From an optimization exercise on the open Yosys and OpenROAD flow, aimed at small area and a short achievable clock period; shortcuts taken in it are not production practice. At most, simulation tests tie the RTL to the original design; equivalence was not proved. Function not checked in run 2: the RTL went through the layout flow alone.

==> flow/design.v, too long to show whole: its modules and the start of the top module <==
// module dit_fft_8: 4850 lines
// module fa: 6 lines
// module ha: 6 lines
module dit_fft_8(clk,rst_n,in1r,in1i,in2r,in2i,in3r,in3i,in4r,in4i,in5r,in5i,in6r,in6i,in7r,in7i,in8r,in8i,y1r,y1i,y2r,y2i,y3r,y3i,y4r,y4i,y5r,y5i,y6r,y6i,y7r,y7i,y8r,y8i,write,start,ready);
  // ...
==> flow/run.sh <==
#!/bin/bash
# synth_recipe.tcl (not shown) runs the flow's synth.tcl, then flattens the netlist and writes it again
# the make line also repeats each setting of config.mk as NAME=value (left out here)
make -C /OpenROAD-flow-scripts/flow DESIGN_CONFIG=/design/flow/config.mk WORK_HOME=/design/flow/orfs CLKGATE_MAP_FILE= SYNTH_SCRIPT=/design/flow/synth_recipe.tcl finish
==> flow/config.mk <==
export PLATFORM = sky130hd
export DESIGN_NAME = dit_fft_8
export DESIGN_NICKNAME = dit_fft_8
export VERILOG_FILES = /design/flow/design.v
export SDC_FILE = /design/flow/constraint.sdc
export NUM_CORES = 4
export LEC_CHECK = 0
export CAP_MARGIN = 20
export CORE_MARGIN = 2
export CORE_UTILIZATION = 40
export SETUP_SLACK_MARGIN = 4.5
export SLEW_MARGIN = 20
export SYNTH_HIERARCHICAL = 1
==> flow/constraint.sdc <==
create_clock -name core_clock -period 10.0 [get_ports {clk}]
set_input_delay 2.0000 -clock core_clock [delete_from_list [all_inputs] [get_ports {clk}]]
set_output_delay 2.0000 -clock core_clock [all_outputs]
set_load 0.01 [all_outputs]
==> summary.md, run 1 <==
| Metric | Value |
|---|---|
| Core ar. | `165000 um^2` |
| Async S/R FF share, synth | `0%` |
| Die Span Y | `413 um` |
| Max Buffers Root-to-Sink | `3` |
| Hpwl dp | `182000 um` |
| Critical path arrival | `6550 ps` |
| FF-to-FF path depth | `19` |
| #MultiIn Comb | `3889` |
| CTS tree | `built` |
| Synth Area in Compound Gates | `6.44%` |
| Status | `timing/DRC/antenna clean` |
| Hold violation count in the final report | `0` |
| Top-count cell post-synth | `fa_1` |
| Vias in the first global route | `48500` |
| Pin count of the biggest net entering global routing | `152` |
| Cell family with most CP delay | `adder cells` |
| Flop2flop setup slack | `3830 ps` |
| Reg clk slew, reported paths | `60 ps` |
| Max Fanout on Critical Path | `4` |
| Period minus WS final | `6170 ps` |
| Die width | `413 um` |
| Sequential fraction of the synthesis area | `22.7%` |
| Placer Congestion | `0.982` |
| Critical R2R Capture | `X1r[14]` |
| Layout cells sized above 1 | `21.1%` |
| Most frequent CP cell | `fa_2` |
| Setup Fix Bufs, Post-CTS | `247` |
==> run 2, diff against run 1 <==
--- a/flow/design.v
+++ b/flow/design.v
@@ -4,16 +4,31 @@
 input [15:0] in1i,in2i,in3i,in4i,in5i,in6i,in7i,in8i;
 output [15:0] y1r,y2r,y3r,y4r,y5r,y6r,y7r,y8r,y1i,y2i,y3i,y4i,y5i,y6i,y7i,y8i;
 output reg ready;
 reg write_n, start_n;
 function [15:0] sm;
 	input [15:0] x;
 	sm = x[15] ? {1'b1, ~x[14:0] + 15'd1} : x;
 endfunction
+function [15:0] tosm;
+	input [15:0] x;
+	reg [15:0] o;
+	reg g1, g2, g3;
+	integer i;
+	begin
+		g1 = |x[3:0];
+		g2 = g1 | (|x[7:4]);
+		g3 = g2 | (|x[11:8]);
+		o[0] = 1'b0;
+		for (i = 1; i < 16; i = i + 1)
+			o[i] = (i % 4 == 0) ? (i == 4 ? g1 : (i == 8 ? g2 : g3)) : (o[i-1] | x[i-1]);
+		tosm = {x[15], x[14:0] ^ ({15{x[15]}} & o[14:0])};
+	end
+endfunction
 wire in1r_z = ~|in1r[14:0];
 wire [15:0] in1r_v = {in1r[15] & ~in1r_z, in1r[14:0] ^ {15{in1r[15]}}};
 wire in1i_z = ~|in1i[14:0];
 wire [15:0] in1i_v = {in1i[15] & ~in1i_z, in1i[14:0] ^ {15{in1i[15]}}};
 wire in2r_z = ~|in2r[14:0];
 wire [15:0] in2r_v = {in2r[15] & ~in2r_z, in2r[14:0] ^ {15{in2r[15]}}};
 wire in2i_z = ~|in2i[14:0];
 wire [15:0] in2i_v = {in2i[15] & ~in2i_z, in2i[14:0] ^ {15{in2i[15]}}};
@@ -4826,32 +4841,32 @@
 			O1i <= nO1i;
 			O2r <= nO2r;
 			O2i <= nO2i;
 			O3r <= nO3r;
 			O3i <= nO3i;
 		end
 	end
 end
-assign y1r = sm(X0r);
-assign y1i = sm(X0i);
-assign y2r = sm(X1r);
-assign y2i = sm(X1i);
-assign y3r = sm(X2r);
-assign y3i = sm(X2i);
-assign y4r = sm(X3r);
-assign y4i = sm(X3i);
-assign y5r = sm(X4r);
-assign y5i = sm(X4i);
-assign y6r = sm(X5r);
-assign y6i = sm(X5i);
-assign y7r = sm(X6r);
-assign y7i = sm(X6i);
-assign y8r = sm(X7r);
-assign y8i = sm(X7i);
+assign y1r = tosm(X0r);
+assign y1i = tosm(X0i);
+assign y2r = tosm(X1r);
+assign y2i = tosm(X1i);
+assign y3r = tosm(X2r);
+assign y3i = tosm(X2i);
+assign y4r = tosm(X3r);
+assign y4i = tosm(X3i);
+assign y5r = tosm(X4r);
+assign y5i = tosm(X4i);
+assign y6r = tosm(X5r);
+assign y6i = tosm(X5i);
+assign y7r = tosm(X6r);
+assign y7i = tosm(X6i);
+assign y8r = tosm(X7r);
+assign y8i = tosm(X7i);
 endmodule
 module fa(a, b, c, s, co);
 input a, b, c;
 output s, co;
 assign s = a ^ b ^ c;
 assign co = (a & b) | (a & c) | (b & c);
 endmodule
 module ha(a, b, s, co);
==> flow/flow/run.sh (new file) <==
#!/bin/bash
# The standard layout, with small buffers on the ports (timing repair
# upsizes the ones that need it). make's full output goes to make.log here;
# ORFS keeps each step's own log under orfs/logs.
set -euo pipefail
export BUFFER_PORTS_ARGS="-buffer_cell sky130_fd_sc_hd__buf_2"
bash standard.sh > make.log 2>&1
==> flow/standard.sh (new file) <==
#!/bin/bash
# synth_recipe.tcl (not shown) runs the flow's synth.tcl, then flattens the netlist and writes it again
# the make line also repeats each setting of config.mk as NAME=value (left out here)
make -C /OpenROAD-flow-scripts/flow DESIGN_CONFIG=/design/flow/config.mk WORK_HOME=/design/flow/orfs CLKGATE_MAP_FILE= SYNTH_SCRIPT=/design/flow/synth_recipe.tcl "${@:-finish}"
removed: flow/run.sh
==> summary.md, run 2 <==
| Metric | Value |
|---|---|
| Status | `timing/DRC/antenna clean` |
| Slew @ Worst Pin | `1080 ps` |
| Critical path arrival | `6570 ps (+20 ps)` |
| Clock skew | `30.9 ps` |
| Core ar. | `163000 um^2 (-1.5%)` |
| Biggest area consumer among synthesized cells | `fa_1` |
| # H-tree levels | `3` |
| Die Span Y | `409 um (-0.82%)` |
| Hpwl dp | `178000 um (-1.9%)` |
| FF-to-FF path depth | `17 (-2)` |
| RSZ-0062 raised after global routing | `true` |
| Total CTS buffers | `68` |
| Max-slew headroom | `27.6%` |
| Top-count cell post-synth | `fa_1` |
| CTS tree | `built` |
| Post-Place Worst Slack | `2740 ps` |
| Sequential fraction of the synthesis area | `23.1% (+0.43 points)` |
| Async S/R FF share, synth | `0% (unchanged)` |
| WS Path Type | `flop to flop` |
| Via count | `43600` |
| Peak Freq | `162 MHz` |
| DR pass1 iterations | `5` |
| Post-synth top flop | `edfxtp_1` |
| Worst hold stages | `1` |
| Die width | `409 um (-0.82%)` |
| Final nets | `8554` |
| Routed wire length | `211000 um` |
| Drt via density | `5.05` |
| Routed len/inst | `24.5 um` |
| Max-cap violations | `0` |
| Drt first-iter violations | `2937` |
| Syn Inst Count | `5465` |
| Post-synth cell types | `56` |
| GRT Total Usage | `25.2%` |
| Clock Sinks | `507` |
| Pin count of the biggest net entering global routing | `142 (-6.6%)` |
| Critical Path RT | `10400 ps` |
| Max Buffers Root-to-Sink | `3 (unchanged)` |
| Fin worst setup slack | `3830 ps` |
| Worst Hold Launch | `start_n` |
| Most frequent CP cell | `fa_1` |
| Setup TNS | `0 ps` |
| Max Fanout on Critical Path | `4 (unchanged)` |
| Ports | `517` |
| Worst hold path type | `flop to flop` |
| Finished Layout Cells | `8636` |
| Final Cycle Share | `61.7%` |
| Reg clk slew, reported paths | `50 ps (about the same)` |
| Flop2flop setup slack | `3830 ps (about the same)` |
| Port bufs | `516` |
| Post-synthesis average cell area | `12.0 um^2` |
| P&R area growth vs syn | `26.6%` |
| Most frequent cells after synthesis | `fa_1 (1234), inv_1 (1172), ha_1 (654), edfxtp_1 (504), xor2_1 (367)` |
| Crit-path cells | `buf_6 > buf_6 > fa_1 > fa_1 > inv_1 > fa_1 > fa_2 > fa_1 > fa_2 > fa_1 > ha_1 > a21o_1 > a21oi_2 > a211oi_4 > o41a_1 > fa_2 > xnor2_1` |
| Root Driver | `clkbuf_16` |
| Final setup vio count | `0` |
| Endpoint class of the critical path | `flop` |
| Antenna-violating nets left | `0` |
| CTS Hold Bufs | `0` |
| #FFs+latches synth | `507` |
| Inst Count DP | `8103` |
| Mapped cell area | `65700 um^2` |
| Gr ovfl total | `0` |
| Post-synth EDFFs | `504` |
| CP max stage cell | `fa_2` |
| Initial core utilization | `40.3%` |
| Initial antenna violation count | `8` |
| Critical path's largest stage delay | `640 ps` |
| Ranking of synthesized cells by area | `fa_1 (38%), edfxtp_1 (23%), ha_1 (12%)` |
| Placement Rows | `148` |
| DRC errors left | `0` |
| Period minus WS final | `6170 ps (+3.44 ps)` |
| Most frequent cells in the layout | `inv_1 (1101), fa_1 (1081), ha_1 (544)` |
| Worst-Skew Late Latency | `680 ps` |
| Layout cells sized above 1 | `26.8% (+5.8 points)` |
| Syn. warnings | `7` |
| Hold violation count in the final report | `0 (unchanged)` |
| Synth top area share | `37.6%` |
| First-pass GRT wire length | `304000 um` |
| Crit start category | `flop` |
| Placer Congestion | `0.984 (+0.19%)` |
| Commonest non-fill, non-tap cell in the layout | `inv_1` |
| Vias in the first global route | `46600 (-3.9%)` |
| Final Max Slew Viols | `0` |
| Origin of the critical flop-to-flop path | `O3r[9]` |
| Hold slack | `521 ps` |
| Die area | `167000 um^2` |
| Worst hold endpoint | `ready` |
| Critical R2R Capture | `X3i[15]` |
run 2: what timing repair did:
item | CTS | global route
setup endpoints to repair | 247 | 166
setup buffers | 231 | 166
pin swaps | 151 | 167
cloned | 8 | 3
gates resized for setup | 413 | 249
run 2: logic make-up after synthesis:
family / synth area share (%)
AO/OA/AOI/OAI: 5.80
XOR/XNOR: 9.76
adder cells (fa/ha/maj): 50.1
buffers and inverters: 7.43
flip-flops: 23.1
other: 0.00571
AND/OR/NAND/NOR: 3.81
run 2: metal layers:
metal	global-route usage, %	vias to the layer above	routed length, um
li1	-	19300	-
met1	33.6	22700	87700
met2	42.0	1342	102000
met3	4.12	250	13600
met4	8.16	6	7470
met5	0	-	38
run 2: layout make-up:
type | instances | area, um^2
repair buffers | 942 | 7180
diodes | 2 | 5.00
flip-flops and latches | 507 | 15200
well taps | 2175 | 2720
inverters | 1172 | 4400
clock inverters | 43 | 457
clock buffers | 80 | 1770
multi-input cells | 3715 | 51400
fillers | 14200 | 79800
run 2: per-stage QoR:
stage	area [um^2]	utilization, %
floorplan	69000	-
global placement	73600	45.2
detailed placement	73600	45.2
CTS	80200	49.2
global route	83200	51.0
finish	83200	51.0
run 2: worst max path at each step:
stage                  start      end  slack, ps
floorplan              rst_n   E0i[0]       3820
global placement    in1r[15]  E1r[15]       2790
detailed placement  in1r[15]  E1r[15]       2740
CTS                   O3r[3]  X7i[14]       3850
global route          O1r[7]  X5r[15]       3660
finish                O3r[9]  X3i[15]       3830
run 2: critical path: cells and delay by family, from the launching register on:
family / cells / cell delay [ps]
fa+ha+maj: 9 / 4010
compound gates: 4 / 860
flops: 1 / 500
buf+inv: 3 / 390
xor+xnor: 1 / 150
run 2: modules after synthesis (local to each module, per instance):
module	cells	copies in the design	flops+latches	area, um^2
ha	1	178	0	12.5
fa	1	954	0	20.0
dit_fft_8	4333	1	507	44400

## afterwards: timing with drivers on the ports
No port has a modelled driver above. Below, the same layouts with a new extraction and two added sets of constraints. Step 1 (the two cells are an assumption about what drives the block):
set clk [get_ports {clk}]
set_driving_cell -lib_cell sky130_fd_sc_hd__clkbuf_16 $clk
set_driving_cell -lib_cell sky130_fd_sc_hd__buf_2 [delete_from_list [all_inputs] $clk]
Step 2 adds t to the input delays and takes it off the output delays; t is the mean of the earliest and latest rising clock arrival at the registers after step 1. Input paths then give back, and output paths get back, about the clock's delay inside the block. Three values: ideal, step 1, step 2; two values: the first two.
| run | t, ns | slack for setup (ns) | worst hold slack (ns) | worst setup path at the end | cell pins on the clock port's net |
|---|---|---|---|---|---|
| run 1 | 0.745 | 3.831 / 3.831 / 3.756 | 0.519 / 0.519 / 0.519 | input to register | 1 |
| run 2 | 0.751 | 3.828 / 3.828 / 3.760 | 0.521 / 0.521 / 0.521 | input to register | 1 |
After both steps every run listed still meets setup and hold. For run 1, which loses most, drivers alone change the setup slack by 0.000 ns; drivers and shift together by -0.075 ns.
